Background: an optimization exercise with open tools, aiming at small area and a short achievable clock period. Do not read the settings as production practice.
Power and IR drop assume default switching activity.

==> inputs of job 7711 <==
// pipeline_sum
module pipeline_sum (
    input clk,
    input [15:0] a, b,
    output [31:0] r
);
clock: 36.0 ns
lec_check: 0
abc_area: 1
cap_margin: 20
core_margin: 2
core_utilization: 55
slew_margin: 20
standard.sh (not shown) runs the stock make flow with config.mk's settings and CLKGATE_MAP_FILE= SYNTH_SCRIPT=/design/flow/synth_recipe.tcl, a recipe that flattens the netlist after the stock synthesis.
==> flow/flow/run.sh <==
#!/bin/bash
set -euo pipefail
MARGIN=${MARGIN:-25}
bash standard.sh SETUP_SLACK_MARGIN=$MARGIN SETUP_MOVE_SEQUENCE=sizeup,swap SKIP_GATE_CLONING=1 \
  "BUFFER_PORTS_ARGS=-buffer_cell sky130_fd_sc_hd__buf_1" finish > make_finish.log 2>&1
==> inputs of job 3482, as changes to job 7711 <==
--- a/flow/design.v
+++ b/flow/design.v
@@ -19,59 +19,55 @@
   assign s0_r14_bo[1] = (s0_r14_t[0] ^ b[0]) ? b[0] : s0_r14_bo[0];
   assign s0_r14_bo[2] = (s0_r14_t[1] ^ b[1]) ? b[1] : s0_r14_bo[1];
   wire s0_r14_q = s0_r14_hz & ~s0_r14_bo[2];
   wire [1:0] s0_r14_d;
   assign s0_r14_d[0] = s0_r14_t[0] ^ (s0_r14_q & (b[0] ^ s0_r14_bo[0]));
   assign s0_r14_d[1] = s0_r14_t[1] ^ (s0_r14_q & (b[1] ^ s0_r14_bo[1]));
   wire [15:0] s0_r14_ra = {s0_r14_d, s0_r15_ra[13:0]};
-  wire [2:0] s0_r13_t = s0_r14_ra[15:13];
-  wire s0_r13_hz = ~(|b[15:3]);
-  wire [3:0] s0_r13_bo;
-  assign s0_r13_bo[0] = 1'b0;
-  assign s0_r13_bo[1] = (s0_r13_t[0] ^ b[0]) ? b[0] : s0_r13_bo[0];
-  assign s0_r13_bo[2] = (s0_r13_t[1] ^ b[1]) ? b[1] : s0_r13_bo[1];
-  assign s0_r13_bo[3] = (s0_r13_t[2] ^ b[2]) ? b[2] : s0_r13_bo[2];
-  wire s0_r13_q = s0_r13_hz & ~s0_r13_bo[3];
-  wire [2:0] s0_r13_d;
-  assign s0_r13_d[0] = s0_r13_t[0] ^ (s0_r13_q & (b[0] ^ s0_r13_bo[0]));
-  assign s0_r13_d[1] = s0_r13_t[1] ^ (s0_r13_q & (b[1] ^ s0_r13_bo[1]));
-  assign s0_r13_d[2] = s0_r13_t[2] ^ (s0_r13_q & (b[2] ^ s0_r13_bo[2]));
-  wire [15:0] s0_r13_ra = {s0_r13_d, s0_r14_ra[12:0]};
-  wire [3:0] s0_r12_t = s0_r13_ra[15:12];
-  wire s0_r12_hz = ~(|b[15:4]);
-  wire [4:0] s0_r12_bo;
-  assign s0_r12_bo[0] = 1'b0;
-  assign s0_r12_bo[1] = (s0_r12_t[0] ^ b[0]) ? b[0] : s0_r12_bo[0];
-  assign s0_r12_bo[2] = (s0_r12_t[1] ^ b[1]) ? b[1] : s0_r12_bo[1];
-  assign s0_r12_bo[3] = (s0_r12_t[2] ^ b[2]) ? b[2] : s0_r12_bo[2];
-  assign s0_r12_bo[4] = (s0_r12_t[3] ^ b[3]) ? b[3] : s0_r12_bo[3];
-  wire s0_r12_q = s0_r12_hz & ~s0_r12_bo[4];
-  wire [3:0] s0_r12_d;
-  assign s0_r12_d[0] = s0_r12_t[0] ^ (s0_r12_q & (b[0] ^ s0_r12_bo[0]));
-  assign s0_r12_d[1] = s0_r12_t[1] ^ (s0_r12_q & (b[1] ^ s0_r12_bo[1]));
-  assign s0_r12_d[2] = s0_r12_t[2] ^ (s0_r12_q & (b[2] ^ s0_r12_bo[2]));
-  assign s0_r12_d[3] = s0_r12_t[3] ^ (s0_r12_q & (b[3] ^ s0_r12_bo[3]));
-  wire [15:0] s0_r12_ra = {s0_r12_d, s0_r13_ra[11:0]};
   reg [15:0] ra_c1;
   reg [15:0] bb_c1;
-  reg [3:0] ah_c1;
+  reg [1:0] ah_c1;
   reg q15_c1;
   reg q14_c1;
-  reg q13_c1;
-  reg q12_c1;
   always_ff @(posedge clk) begin
-    ra_c1 <= s0_r12_ra;
+    ra_c1 <= s0_r14_ra;
     bb_c1 <= b;
-    ah_c1 <= a[15:12];
+    ah_c1 <= a[15:14];
     q15_c1 <= s0_r15_q;
     q14_c1 <= s0_r14_q;
-    q13_c1 <= s0_r13_q;
-    q12_c1 <= s0_r12_q;
   end
-  wire [4:0] s1_r11_t = ra_c1[15:11];
+  wire [2:0] s1_r13_t = ra_c1[15:13];
+  wire s1_r13_hz = ~(|bb_c1[15:3]);
+  wire [3:0] s1_r13_bo;
+  assign s1_r13_bo[0] = 1'b0;
+  assign s1_r13_bo[1] = (s1_r13_t[0] ^ bb_c1[0]) ? bb_c1[0] : s1_r13_bo[0];
+  assign s1_r13_bo[2] = (s1_r13_t[1] ^ bb_c1[1]) ? bb_c1[1] : s1_r13_bo[1];
+  assign s1_r13_bo[3] = (s1_r13_t[2] ^ bb_c1[2]) ? bb_c1[2] : s1_r13_bo[2];
+  wire s1_r13_q = s1_r13_hz & ~s1_r13_bo[3];
+  wire [2:0] s1_r13_d;
+  assign s1_r13_d[0] = s1_r13_t[0] ^ (s1_r13_q & (bb_c1[0] ^ s1_r13_bo[0]));
+  assign s1_r13_d[1] = s1_r13_t[1] ^ (s1_r13_q & (bb_c1[1] ^ s1_r13_bo[1]));
+  assign s1_r13_d[2] = s1_r13_t[2] ^ (s1_r13_q & (bb_c1[2] ^ s1_r13_bo[2]));
+  wire [15:0] s1_r13_ra = {s1_r13_d, ra_c1[12:0]};
+  wire [3:0] s1_r12_t = s1_r13_ra[15:12];
+  wire s1_r12_hz = ~(|bb_c1[15:4]);
+  wire [4:0] s1_r12_bo;
+  assign s1_r12_bo[0] = 1'b0;
+  assign s1_r12_bo[1] = (s1_r12_t[0] ^ bb_c1[0]) ? bb_c1[0] : s1_r12_bo[0];
+  assign s1_r12_bo[2] = (s1_r12_t[1] ^ bb_c1[1]) ? bb_c1[1] : s1_r12_bo[1];
+  assign s1_r12_bo[3] = (s1_r12_t[2] ^ bb_c1[2]) ? bb_c1[2] : s1_r12_bo[2];
+  assign s1_r12_bo[4] = (s1_r12_t[3] ^ bb_c1[3]) ? bb_c1[3] : s1_r12_bo[3];
+  wire s1_r12_q = s1_r12_hz & ~s1_r12_bo[4];
+  wire [3:0] s1_r12_d;
+  assign s1_r12_d[0] = s1_r12_t[0] ^ (s1_r12_q & (bb_c1[0] ^ s1_r12_bo[0]));
+  assign s1_r12_d[1] = s1_r12_t[1] ^ (s1_r12_q & (bb_c1[1] ^ s1_r12_bo[1]));
+  assign s1_r12_d[2] = s1_r12_t[2] ^ (s1_r12_q & (bb_c1[2] ^ s1_r12_bo[2]));
+  assign s1_r12_d[3] = s1_r12_t[3] ^ (s1_r12_q & (bb_c1[3] ^ s1_r12_bo[3]));
+  wire [15:0] s1_r12_ra = {s1_r12_d, s1_r13_ra[11:0]};
+  wire [4:0] s1_r11_t = s1_r12_ra[15:11];
   wire s1_r11_hz = ~(|bb_c1[15:5]);
   wire [5:0] s1_r11_bo;
   assign s1_r11_bo[0] = 1'b0;
   assign s1_r11_bo[1] = (s1_r11_t[0] ^ bb_c1[0]) ? bb_c1[0] : s1_r11_bo[0];
   assign s1_r11_bo[2] = (s1_r11_t[1] ^ bb_c1[1]) ? bb_c1[1] : s1_r11_bo[1];
   assign s1_r11_bo[3] = (s1_r11_t[2] ^ bb_c1[2]) ? bb_c1[2] : s1_r11_bo[2];
   assign s1_r11_bo[4] = (s1_r11_t[3] ^ bb_c1[3]) ? bb_c1[3] : s1_r11_bo[3];
@@ -79,15 +75,15 @@
   wire s1_r11_q = s1_r11_hz & ~s1_r11_bo[5];
   wire [4:0] s1_r11_d;
   assign s1_r11_d[0] = s1_r11_t[0] ^ (s1_r11_q & (bb_c1[0] ^ s1_r11_bo[0]));
   assign s1_r11_d[1] = s1_r11_t[1] ^ (s1_r11_q & (bb_c1[1] ^ s1_r11_bo[1]));
   assign s1_r11_d[2] = s1_r11_t[2] ^ (s1_r11_q & (bb_c1[2] ^ s1_r11_bo[2]));
   assign s1_r11_d[3] = s1_r11_t[3] ^ (s1_r11_q & (bb_c1[3] ^ s1_r11_bo[3]));
   assign s1_r11_d[4] = s1_r11_t[4] ^ (s1_r11_q & (bb_c1[4] ^ s1_r11_bo[4]));
-  wire [15:0] s1_r11_ra = {s1_r11_d, ra_c1[10:0]};
+  wire [15:0] s1_r11_ra = {s1_r11_d, s1_r12_ra[10:0]};
   wire [5:0] s1_r10_t = s1_r11_ra[15:10];
   wire s1_r10_hz = ~(|bb_c1[15:6]);
   wire [6:0] s1_r10_bo;
   assign s1_r10_bo[0] = 1'b0;
   assign s1_r10_bo[1] = (s1_r10_t[0] ^ bb_c1[0]) ? bb_c1[0] : s1_r10_bo[0];
   assign s1_r10_bo[2] = (s1_r10_t[1] ^ bb_c1[1]) ? bb_c1[1] : s1_r10_bo[1];
   assign s1_r10_bo[3] = (s1_r10_t[2] ^ bb_c1[2]) ? bb_c1[2] : s1_r10_bo[2];
@@ -241,19 +237,19 @@
   reg q8_c2;
   reg q7_c2;
   reg q6_c2;
   reg q5_c2;
   always_ff @(posedge clk) begin
     ra_c2 <= s1_r5_ra;
     bb_c2 <= bb_c1;
-    ah_c2 <= {ah_c1, ra_c1[11:5]};
+    ah_c2 <= {ah_c1, ra_c1[13:5]};
     q15_c2 <= q15_c1;
     q14_c2 <= q14_c1;
-    q13_c2 <= q13_c1;
-    q12_c2 <= q12_c1;
+    q13_c2 <= s1_r13_q;
+    q12_c2 <= s1_r12_q;
     q11_c2 <= s1_r11_q;
     q10_c2 <= s1_r10_q;
     q9_c2 <= s1_r9_q;
     q8_c2 <= s1_r8_q;
     q7_c2 <= s1_r7_q;
     q6_c2 <= s1_r6_q;
     q5_c2 <= s1_r5_q;
==> flow/flow/run.sh (replaced) <==
#!/bin/bash
set -euo pipefail
MARGIN=25
bash standard.sh SETUP_SLACK_MARGIN=$MARGIN SETUP_MOVE_SEQUENCE=sizeup,swap SKIP_GATE_CLONING=1 \
  "BUFFER_PORTS_ARGS=-buffer_cell sky130_fd_sc_hd__buf_1" finish > make_finish.log 2>&1
==> comparison <==
Job 3482 completed without violations. Job 7711 finished with timing, DRC and antenna clean. Between job 7711 and job 3482, the lower die area is in job 3482 (gap 1.9%, measured against job 3482). Total power: job 7711 is higher than job 3482 (11%). Against job 3482, the sequential cell count of job 7711 is higher by 4. Clock power: job 3482 is lower than job 7711 (about 36%). Via count: job 3482 is higher than job 7711 (about 0.65%). In job 7711 the worst hold slack is worse than in job 3482, by 0.0040 ns. Clock skew: job 3482 is higher than job 7711 (0.0037 ns). Between job 7711 and job 3482, the lower wire length is in job 7711 (gap about 7%, measured against job 3482). Between job 3482 and job 7711, the lower sequential power is in job 3482 (gap about 3%, measured against job 7711). Combinational power: job 3482 is higher than job 7711 (about 9%). Of job 7711 and job 3482, job 7711 has the higher area after synthesis (gap about 2%, measured against job 3482).
No functional check of the RTL was part of any run of this note.

[afterwards: timing with drivers on the ports]
No port has a modelled driver above. Below, the same layouts with a new extraction and two added sets of constraints. Step 1: set_driving_cell puts a clkbuf_16 on clk and a buf_2 on each other input, an assumption about the parent block. Step 2 moves the port delays by t, midway between the first and last clock arrival at a register: inputs arrive t later, outputs are due t later. That takes back most of the time a late clock gives input paths. Slacks: no drivers / after step 1 / after step 2; pairs: no drivers / after step 1.
run	t, ns	slack for setup (ns)	hold slack, ns	worst setup path after step 2	slew at the worst register clock pin (ns)
job 7711	0.474	25.435 / 25.464 / 24.990	0.328 / 0.328 / 0.328	input to register	0.07 / 0.07
job 3482	0.416	25.392 / 25.392 / 25.392	0.332 / 0.332 / 0.332	register to register	0.10 / 0.10
After both steps setup and hold are still met in every run listed. The setup slack of job 7711, which loses most, moves by +0.029 ns with the drivers and by -0.445 ns with both steps.
